Background: an optimization exercise with open tools, aiming at small area. Do not read the settings as production practice.
In this exercise RTL edits were held to simulation tests only and were not proved equivalent to the original.
The flow treats the clock pin as an ideal source, which a real chip does not have.

## timelogger
module timelogger
 (
  rst,
  clk,
  sw,
  rw,
  rs,
  en,
  data,
  key1,key2,key3,key4,
  HEX0,HEX1,HEX2,HEX3,
  Led_out,
  Led_Out1,
  RST_CLK1,RST_CLK2,
  SW2,SW3,
  HEX4,HEX5,HEX6,HEX7
 );
 input clk,rst,sw;
 input key1,key2,key3,key4;
 output rs,en,rw;
 output [7:0] data;
 output [6:0] HEX0;
 output [6:0] HEX1;
 output [6:0] HEX2;
 output [6:0] HEX3;
 output Led_out,Led_Out1;
 input RST_CLK1,RST_CLK2;
 input SW2,SW3;
 output [6:0] HEX4;
 output [6:0] HEX5;
 output [6:0] HEX6;
 output [6:0] HEX7;
 reg [8:0] cnt;
 wire cnt_wrap = cnt[8] & cnt[7] & (&cnt[3:0]);               
 always @(posedge clk or negedge rst)
  if (!rst) cnt <= 9'd0;
  else cnt <= cnt_wrap ? 9'd0 : cnt + 9'd1;
 wire lcd_tick = ~cnt[1] & cnt[0];                             
 wire key_ph   = (cnt[2:0] == 3'd1);                           
 wire smp_ph   = (cnt[2:0] == 3'd7);                           
 wire dtick    = (cnt[8:3] == 6'd25) & (cnt[2:0] == 3'd0);
 reg [6:0] cnt2;
 always @(posedge clk or negedge rst)
  if (!rst) cnt2 <= 7'd0;
  else cnt2 <= (cnt2[6] & cnt2[4]) ? 7'd0 : cnt2 + 7'd1;
 wire scan_flag = cnt[0] ^ cnt2[0];
 wire scan_prev = ~cnt2[0] & (|cnt2[6:1]);
 reg k1_sn, k2_sn, k3_sn, k1_e, k2_e, k3_e;
 always @(posedge clk or negedge rst)
  if (!rst) begin
   k1_sn <= 1'b0; k2_sn <= 1'b0; k3_sn <= 1'b0;
   k1_e <= 1'b0; k2_e <= 1'b0; k3_e <= 1'b0;
  end else if (smp_ph) begin
   k1_sn <= ~key1; k2_sn <= ~key2; k3_sn <= ~key3;
   k1_e <= ~k1_sn & ~key1; k2_e <= ~k2_sn & ~key2; k3_e <= ~k3_sn & ~key3;
  end
 wire p1 = key_ph & k1_e;
 wire p2 = key_ph & k2_e;
 wire p3 = key_ph & k3_e;
 reg [3:0] flag;
 always @(posedge clk or negedge rst)
  if (!rst) flag <= 4'd0;
  else if (p1) flag <= flag[3] ? 4'd0 : flag + 4'd1;
 wire m0 = (flag == 4'd0);
 wire m2 = (flag == 4'd2);
 wire m3 = (flag == 4'd3);
 wire m4 = (flag == 4'd4);
 wire m5 = (flag == 4'd5);
 wire m6 = (flag == 4'd6);
 wire m7 = (flag == 4'd7);
 wire m8 = (flag == 4'd8);
 reg [5:0] c1hi;
 reg c1off;
 wire c1lo7 = c1off ? (cnt[2:0] == 3'd1) : (cnt[2:0] == 3'd7);
  ...
For scale: roughly 1000 cells after synthesis.
Settings: LEC_CHECK=0, ABC_AREA=1, CAP_MARGIN=20, CORE_MARGIN=2, CORE_UTILIZATION=65, PLACE_DENSITY=0.8, SLEW_MARGIN=20; clock period 12.0 ns.
standard.sh (not shown) runs the stock make flow with config.mk's settings and CLKGATE_MAP_FILE= SYNTH_SCRIPT=/design/flow/synth_recipe.tcl, a recipe that flattens the netlist after the stock synthesis.
==> flow/flow/run.sh <==
#!/bin/bash
# Own layout flow: the standard synthesis, then the combinational logic
# between the (unchanged) registers is re-mapped by ABC for area (several
# seeds of ABC's &deepsyn, the smallest result kept), then the standard ORFS
# layout from floorplan to finish, with the ports buffered by the smallest
# buffer and a clock tree of small buffers.
set -euo pipefail
W=$(pwd)
FLOWDIR=$W/flow
RES=$W/orfs/results/${FLOW_PLATFORM}/timelogger/base
LIB=$FLOW_HOME/platforms/${FLOW_PLATFORM}/lib/sky130_fd_sc_hd__tt_025C_1v80.lib

# 1. standard synthesis
bash standard.sh synth > $W/log_1_standard_synth.log 2>&1

# 2. re-map the logic between the registers for area
cp $RES/1_2_yosys.v $W/std_synth.v
DU=$(sed -n '/DONT_USE_CELLS/,/^$/p' $FLOW_HOME/platforms/${FLOW_PLATFORM}/config.mk \
     | grep -o 'sky130_fd_sc_hd__[a-z0-9_]*' | sed 's/^/-dont_use /' | tr '\n' ' ')
C2="balance -l; resub -K 6 -l; rewrite -l; resub -K 6 -N 2 -l; refactor -l; resub -K 8 -l; balance -l; resub -K 8 -N 2 -l; rewrite -l; resub -K 10 -l; rewrite -z -l; resub -K 10 -N 2 -l; balance -l; resub -K 12 -l; refactor -z -l; resub -K 12 -N 2 -l; rewrite -z -l; balance -l"
reopt() {
  local S=$1
  # seeds above 100 use a dc2 pass before &deepsyn (seed S-100)
  if (( S > 100 )); then
    echo "strash; dc2; &get -n; &deepsyn -J 100 -T 900 -S $((S-100)); &put; $C2; dch -f; amap; strash; dch -f; amap; topo" > $W/area_$S.abc
  else
    echo "strash; &get -n; &deepsyn -J 100 -T 900 -S $S; &put; $C2; dch -f; amap; strash; dch -f; amap; topo" > $W/area_$S.abc
  fi
  cat > $W/reopt_$S.ys <<EOY
read_liberty -ignore_miss_func $LIB
read_verilog $W/std_synth.v
hierarchy -top $FLOW_TOP
setattr -mod -set keep_hierarchy 1 sky130_fd_sc_hd__df*
flatten
hierarchy -top $FLOW_TOP
opt_clean -purge
abc -liberty $LIB $DU -script $W/area_$S.abc
opt_clean -purge
hilomap -singleton -hicell sky130_fd_sc_hd__conb_1 HI -locell sky130_fd_sc_hd__conb_1 LO
splitnets
opt_clean -purge
read_liberty -overwrite -lib $LIB
hierarchy -top $FLOW_TOP
tee -o $W/reopt_$S.stat stat -liberty $LIB
check -assert
write_verilog -noattr -noexpr -nohex -nodec $W/reopt_$S.v
EOY
  yosys -s $W/reopt_$S.ys > $W/log_2_reopt_yosys_$S.log 2>&1 || true
}
SEEDS="0 7 13 21 34 55 77 99 3 11 42 63 70 85 91 100 101 107 113 121 134 155 177 199"
n=0
for S in $SEEDS; do
  reopt $S &
  n=$((n+1))
  if (( n % ${NUM_CORES:-4} == 0 )); then wait; fi
done
wait
best=""; besta=""
for S in $SEEDS; do
  [[ -s $W/reopt_$S.v && -s $W/reopt_$S.stat ]] || continue
  a=$(grep -m1 "Chip area for module" $W/reopt_$S.stat | grep -o '[0-9.]*$')
  echo "seed $S area $a" >> $W/log_2_reopt_choice.log
  if [[ -z "$besta" ]] || awk "BEGIN{exit !($a < $besta)}"; then best=$S; besta=$a; fi
done
echo "chosen seed $best area $besta" >> $W/log_2_reopt_choice.log
cp $W/reopt_$best.v $W/reopt.v
cp $W/reopt.v $RES/1_2_yosys.v
rm -f $RES/1_synth.odb $RES/1_synth.sdc

# 3. standard layout from the new netlist
bash standard.sh \
  "BUFFER_PORTS_ARGS=-buffer_cell sky130_fd_sc_hd__buf_1" \
  "CTS_ARGS=-sink_clustering_enable -repair_clock_nets -dont_use_dummy_load -buf_list sky130_fd_sc_hd__clkbuf_4" \
  "POST_CTS_TCL=$FLOWDIR/post_cts.tcl" \
  finish > $W/log_3_standard_layout.log 2>&1
test -f $W/out/final.def
Other scripts of this flow, unchanged in this note and not shown: flow/flow/post_cts.tcl
Then changed:
--- a/flow/flow/run.sh
+++ b/flow/flow/run.sh
@@ -22,8 +22,3 @@
   local S=$1
-  # seeds above 100 use a dc2 pass before &deepsyn (seed S-100)
-  if (( S > 100 )); then
-    echo "strash; dc2; &get -n; &deepsyn -J 100 -T 900 -S $((S-100)); &put; $C2; dch -f; amap; strash; dch -f; amap; topo" > $W/area_$S.abc
-  else
-    echo "strash; &get -n; &deepsyn -J 100 -T 900 -S $S; &put; $C2; dch -f; amap; strash; dch -f; amap; topo" > $W/area_$S.abc
-  fi
+  echo "strash; &get -n; &deepsyn -J 100 -T 900 -S $S; &put; $C2; dch -f; amap; strash; dch -f; amap; topo" > $W/area_$S.abc
   cat > $W/reopt_$S.ys <<EOY
@@ -49,3 +44,3 @@
 }
-SEEDS="0 7 13 21 34 55 77 99 3 11 42 63 70 85 91 100 101 107 113 121 134 155 177 199"
+SEEDS="0 7 13 21 34 55 77 99 3 11 42 63 70 85 91 100"
 n=0
Effect:
- design area goes up by 0.44%
- register-to-register slack gets worse by 0.67 ns
- count of clock-buffer cells in the layout does not change
- cell count climbs by 2.0%
- via count rises by 0.65%
- hold slack got worse by 0.020 ns

==> re-timing with driven ports <==
The results above use ideal ports. As a check the final layouts listed here were re-extracted and re-timed, cells and wires unchanged. Step 1 (the two cells are an assumption about what drives the block):
set clk [get_ports {clk}]
set_driving_cell -lib_cell sky130_fd_sc_hd__clkbuf_16 $clk
set_driving_cell -lib_cell sky130_fd_sc_hd__buf_2 [delete_from_list [all_inputs] $clk]
Step 2 times the ports against the registers' clock, not the clock port: input delays grow and output delays shrink by t, the midpoint of the rising clock arrivals with the driver on. a / b / c = ideal / step 1 / step 2; a / b = the first two.
run	shift t [ns]	setup WS [ns]	hold WS [ns]	worst setup path at the end	pins driven straight from the clock port
the first run	0.465	6.116 / 6.116 / 6.116	0.380 / 0.380 / 0.380	register to register	1
the second run	0.468	5.451 / 5.451 / 5.451	0.360 / 0.360 / 0.360	register to register	1
After both steps every run listed still meets setup and hold.
